Background: an optimization exercise with open tools, aiming at small area and a short achievable clock period. Do not read the settings as production practice.
RTL that was checked went through simulation tests only; none was proved equivalent to the original.
Power is estimated from default activity; no workload was simulated.

== trial 22 ==
==> module full_mult, before the edit <==
module full_mult
(
    input  [3:0] we,
    input  src_clk, rst,
    input  signed [7:0] data_m1_real, data_m1_imag, data_m2_real, data_m2_imag,
    input  [6:0] Dir_M1, Dir_M2,
    output signed [7:0] coefficient
);
reg [511:0] m1r, m1i, m2r, m2i;
reg [3:0] wr_we;
reg [5:0] wr_a1, wr_a2;
reg [7:0] wr_d1r, wr_d1i, wr_d2r, wr_d2i;
always @(posedge src_clk) begin
    wr_we  <= we;
    wr_a1  <= Dir_M1[5:0];
    wr_a2  <= Dir_M2[5:0];
    wr_d1r <= data_m1_real;
    wr_d1i <= data_m1_imag;
    wr_d2r <= data_m2_real;
    wr_d2i <= data_m2_imag;
end
integer w;
always @(posedge src_clk) begin
    for (w = 0; w < 8; w = w + 1) begin
        if (we[0] && Dir_M1[5:0] == w) m1r[8*w +: 8] <= data_m1_real;
        if (we[2] && Dir_M1[5:0] == w) m1i[8*w +: 8] <= data_m1_imag;
        if (we[1] && Dir_M2[5:0] == w) m2r[8*w +: 8] <= data_m2_real;
        if (we[3] && Dir_M2[5:0] == w) m2i[8*w +: 8] <= data_m2_imag;
    end
    for (w = 8; w < 64; w = w + 1) begin
        if (wr_we[0] && wr_a1 == w) m1r[8*w +: 8] <= wr_d1r;
        if (wr_we[2] && wr_a1 == w) m1i[8*w +: 8] <= wr_d1i;
        if (wr_we[1] && wr_a2 == w) m2r[8*w +: 8] <= wr_d2r;
        if (wr_we[3] && wr_a2 == w) m2i[8*w +: 8] <= wr_d2i;
    end
end
reg [6:0] n;
reg [7:0] ih, jh, ih2, jh2;
reg sw;
wire [6:0] n_next = n + 7'd1;
always @(posedge src_clk or negedge rst) begin
    if (!rst) begin
        n   <= 7'd0;
        ih  <= 8'd1;
        jh  <= 8'd1;
        ih2 <= 8'd1;
        jh2 <= 8'd1;
        sw  <= 1'b0;
    end else begin
        n   <= n_next;
        jh  <= {jh[6:0], jh[7]};
        if (n[2:0] == 3'd7) ih <= {ih[6:0], ih[7]};
        ih2 <= 8'd1 << n_next[5:3];
        jh2 <= 8'd1 << n_next[2:0];
        if (n[5:0] == 6'd63) sw <= ~sw;
    end
end
reg [63:0] ar, ai, br, bi;
integer r;
always @(*) begin
    ar = 64'd0; ai = 64'd0; br = 64'd0; bi = 64'd0;
    for (r = 0; r < 8; r = r + 1) begin
        ar = ar | (m1r[64*r +: 64] & {64{ih[r]}});
        ai = ai | (m1i[64*r +: 64] & {64{ih2[r]}});
        br = br | (m2r[64*r +: 64] & {64{jh[r]}});
        bi = bi | (m2i[64*r +: 64] & {64{jh2[r]}});
    end
end
reg [63:0] s1_ar, s1_ai, s1_bx, s1_by;
reg s1_im;
always @(posedge src_clk) begin
    s1_ar <= ar;
    s1_ai <= ai;
    s1_bx <= sw ? bi : br;
    s1_by <= n[6] ? br : bi;
    s1_im <= n[6];
end
reg [63:0] s2_hx0, s2_hx1, s2_hy0, s2_hy1;
reg [7:0]  s2_cx, s2_cy;
reg s2_im;
wire [63:0] hx0, hx1, hy0, hy1;
wire [7:0]  cx, cy;
genvar g;
generate
    for (g = 0; g < 8; g = g + 1) begin : lane
        mulcs8 mx (.a(s1_ar[8*g +: 8]), .b(s1_bx[8*g +: 8]),
                   .h0(hx0[8*g +: 8]), .h1(hx1[8*g +: 8]), .c(cx[g]));
        mulcs8 my (.a(s1_ai[8*g +: 8]), .b(s1_by[8*g +: 8]),
                   .h0(hy0[8*g +: 8]), .h1(hy1[8*g +: 8]), .c(cy[g]));
    end
endgenerate
always @(posedge src_clk) begin
    s2_hx0 <= hx0; s2_hx1 <= hx1; s2_cx <= cx;
    s2_hy0 <= hy0; s2_hy1 <= hy1; s2_cy <= cy;
    s2_im  <= s1_im;
end
reg [63:0] px, py;
integer k;
always @(*) begin
    for (k = 0; k < 8; k = k + 1) begin
        px[8*k +: 8] = s2_hx0[8*k +: 8] + s2_hx1[8*k +: 8] + s2_cx[k];
        py[8*k +: 8] = s2_hy0[8*k +: 8] + s2_hy1[8*k +: 8] + s2_cy[k];
    end
end
reg [31:0] s3_x, s3_y;
reg s3_im;
integer q;
reg signed [8:0] sx, sy;
always @(posedge src_clk) begin
    for (q = 0; q < 4; q = q + 1) begin
        sx = $signed(px[16*q +: 8]) + $signed(px[16*q+8 +: 8]);
        sy = $signed(py[16*q +: 8]) + $signed(py[16*q+8 +: 8]);
        s3_x[8*q +: 8] <= sx[8:1];
        s3_y[8*q +: 8] <= sy[8:1];
    end
    s3_im <= s2_im;
end
reg signed [8:0] lx0, lx1, ly0, ly1;
reg [31:0] s4;
reg s4_im;
always @(*) begin
    lx0 = $signed(s3_x[7:0])   + $signed(s3_x[15:8]);
    lx1 = $signed(s3_x[23:16]) + $signed(s3_x[31:24]);
    ly0 = $signed(s3_y[7:0])   + $signed(s3_y[15:8]);
    ly1 = $signed(s3_y[23:16]) + $signed(s3_y[31:24]);
end
always @(posedge src_clk) begin
    s4    <= {ly1[8:1], ly0[8:1], lx1[8:1], lx0[8:1]};
    s4_im <= s3_im;
end
reg signed [8:0] lx, ly, fin;
reg [7:0] s5;
always @(*) begin
    lx = $signed(s4[7:0])   + $signed(s4[15:8]);
    ly = $signed(s4[23:16]) + $signed(s4[31:24]);
    if (s4_im) fin = $signed(lx[8:1]) + $signed(ly[8:1]);
    else       fin = $signed(lx[8:1]) - $signed(ly[8:1]);
end
always @(posedge src_clk)
    s5 <= fin[8:1];
assign coefficient = s5;
endmodule
clock: 9.0 ns
lec_check: 0
abc_clock_period_in_ps: 4000
cap_margin: 20
core_margin: 2
core_utilization: 60
cts_buf_list: sky130_fd_sc_hd__clkbuf_16
cts_cluster_diameter: 60
cts_cluster_size: 30
place_density: 0.75
setup_slack_margin: 5
slew_margin: 20
run.sh (not shown) runs the stock make flow with config.mk's settings and CLKGATE_MAP_FILE= SYNTH_SCRIPT=/design/flow/synth_recipe.tcl, a recipe that flattens the netlist after the stock synthesis.
For build 63, these inputs were changed with respect to trial 22:
--- a/flow/design.v
+++ b/flow/design.v
@@ -204,31 +204,32 @@
         sy = $signed(py[16*q +: 8]) + $signed(py[16*q+8 +: 8]);
         s3_x[8*q +: 8] <= sx[8:1];
         s3_y[8*q +: 8] <= sy[8:1];
     end
     s3_im <= s2_im;
 end
-reg signed [8:0] lx0, lx1, ly0, ly1;
-reg [31:0] s4;
+reg signed [8:0] lx0, lx1, ly0, ly1, lx, ly;
+reg [7:0] s4_x, s4_y;
 reg s4_im;
 always @(*) begin
     lx0 = $signed(s3_x[7:0])   + $signed(s3_x[15:8]);
     lx1 = $signed(s3_x[23:16]) + $signed(s3_x[31:24]);
     ly0 = $signed(s3_y[7:0])   + $signed(s3_y[15:8]);
     ly1 = $signed(s3_y[23:16]) + $signed(s3_y[31:24]);
-end
-always @(posedge src_clk) begin
-    s4    <= {ly1[8:1], ly0[8:1], lx1[8:1], lx0[8:1]};
+    lx  = $signed(lx0[8:1]) + $signed(lx1[8:1]);
+    ly  = $signed(ly0[8:1]) + $signed(ly1[8:1]);
+end
+always @(posedge src_clk) begin
+    s4_x  <= lx[8:1];
+    s4_y  <= ly[8:1];
     s4_im <= s3_im;
 end
-reg signed [8:0] lx, ly, fin;
+reg signed [8:0] fin;
 reg [7:0] s5;
 always @(*) begin
-    lx = $signed(s4[7:0])   + $signed(s4[15:8]);
-    ly = $signed(s4[23:16]) + $signed(s4[31:24]);
-    if (s4_im) fin = $signed(lx[8:1]) + $signed(ly[8:1]);
-    else       fin = $signed(lx[8:1]) - $signed(ly[8:1]);
+    if (s4_im) fin = $signed(s4_x) + $signed(s4_y);
+    else       fin = $signed(s4_x) - $signed(s4_y);
 end
 always @(posedge src_clk)
     s5 <= fin[8:1];
 assign coefficient = s5;
 endmodule
### Flow results
[diff] clock period minus final worst setup slack, build 63 relative to trial 22: improvement. Looking at part of the total power dissipated in the clock network, build 63 sits below trial 22. Of trial 22 and build 63, trial 22 shows the higher critical path depth, with build 63 below it. Trial 22 → build 63: part of the cycle the worst path needs saw a decrease; maximum number of pins on one net before global-route repair went up 7; number of sequential cells in the layout fell by 16. | post-route cell area | build 63 vs trial 22 | about 0.6% higher |. Compared with trial 22, build 63 degrades routed wire length. Run comparison: build 63 critical path endpoint coefficient[2]; trial 22 critical path endpoint s5[7]. Cmp build 63 vs trial 22: count of non-filler cells in the finished layout higher in build 63. Build 63 vs. trial 22: sequential share of power went down by 1.3 points. Build 63 vs trial 22: sequential cell area fraction in the yosys report down in build 63.
For trial 22, only the layout was checked, not whether the RTL still works.

re-timing with driven ports:
How much do the figures lean on ideal ports? The routed layouts below were timed once more, with nothing changed but the port constraints.
Step 1 (the two cells are an assumption about what drives the block):
set clk [get_ports {src_clk}]
set_driving_cell -lib_cell sky130_fd_sc_hd__clkbuf_16 $clk
set_driving_cell -lib_cell sky130_fd_sc_hd__buf_2 [delete_from_list [all_inputs] $clk]
Step 2 moves the port delays by t, midway between the first and last clock arrival at a register: inputs arrive t later, outputs are due t later. That takes back most of the time a late clock gives input paths.
Three values: ideal ports, drivers, drivers and shift; two values: the first two.
run	t, ns	setup slack, ns	worst register clock-pin slew, ns	worst slew at a driven data input, ns	cell pins on the clock port's net
trial 22	0.941	5.313 / 5.313 / 4.822	0.11 / 0.11	0.15	1
build 63	0.959	5.506 / 5.419 / 4.795	0.11 / 0.11	0.08	1
After both steps every run listed still meets setup and hold. For build 63, which loses most, drivers alone change the setup slack by -0.087 ns; drivers and shift together by -0.711 ns.
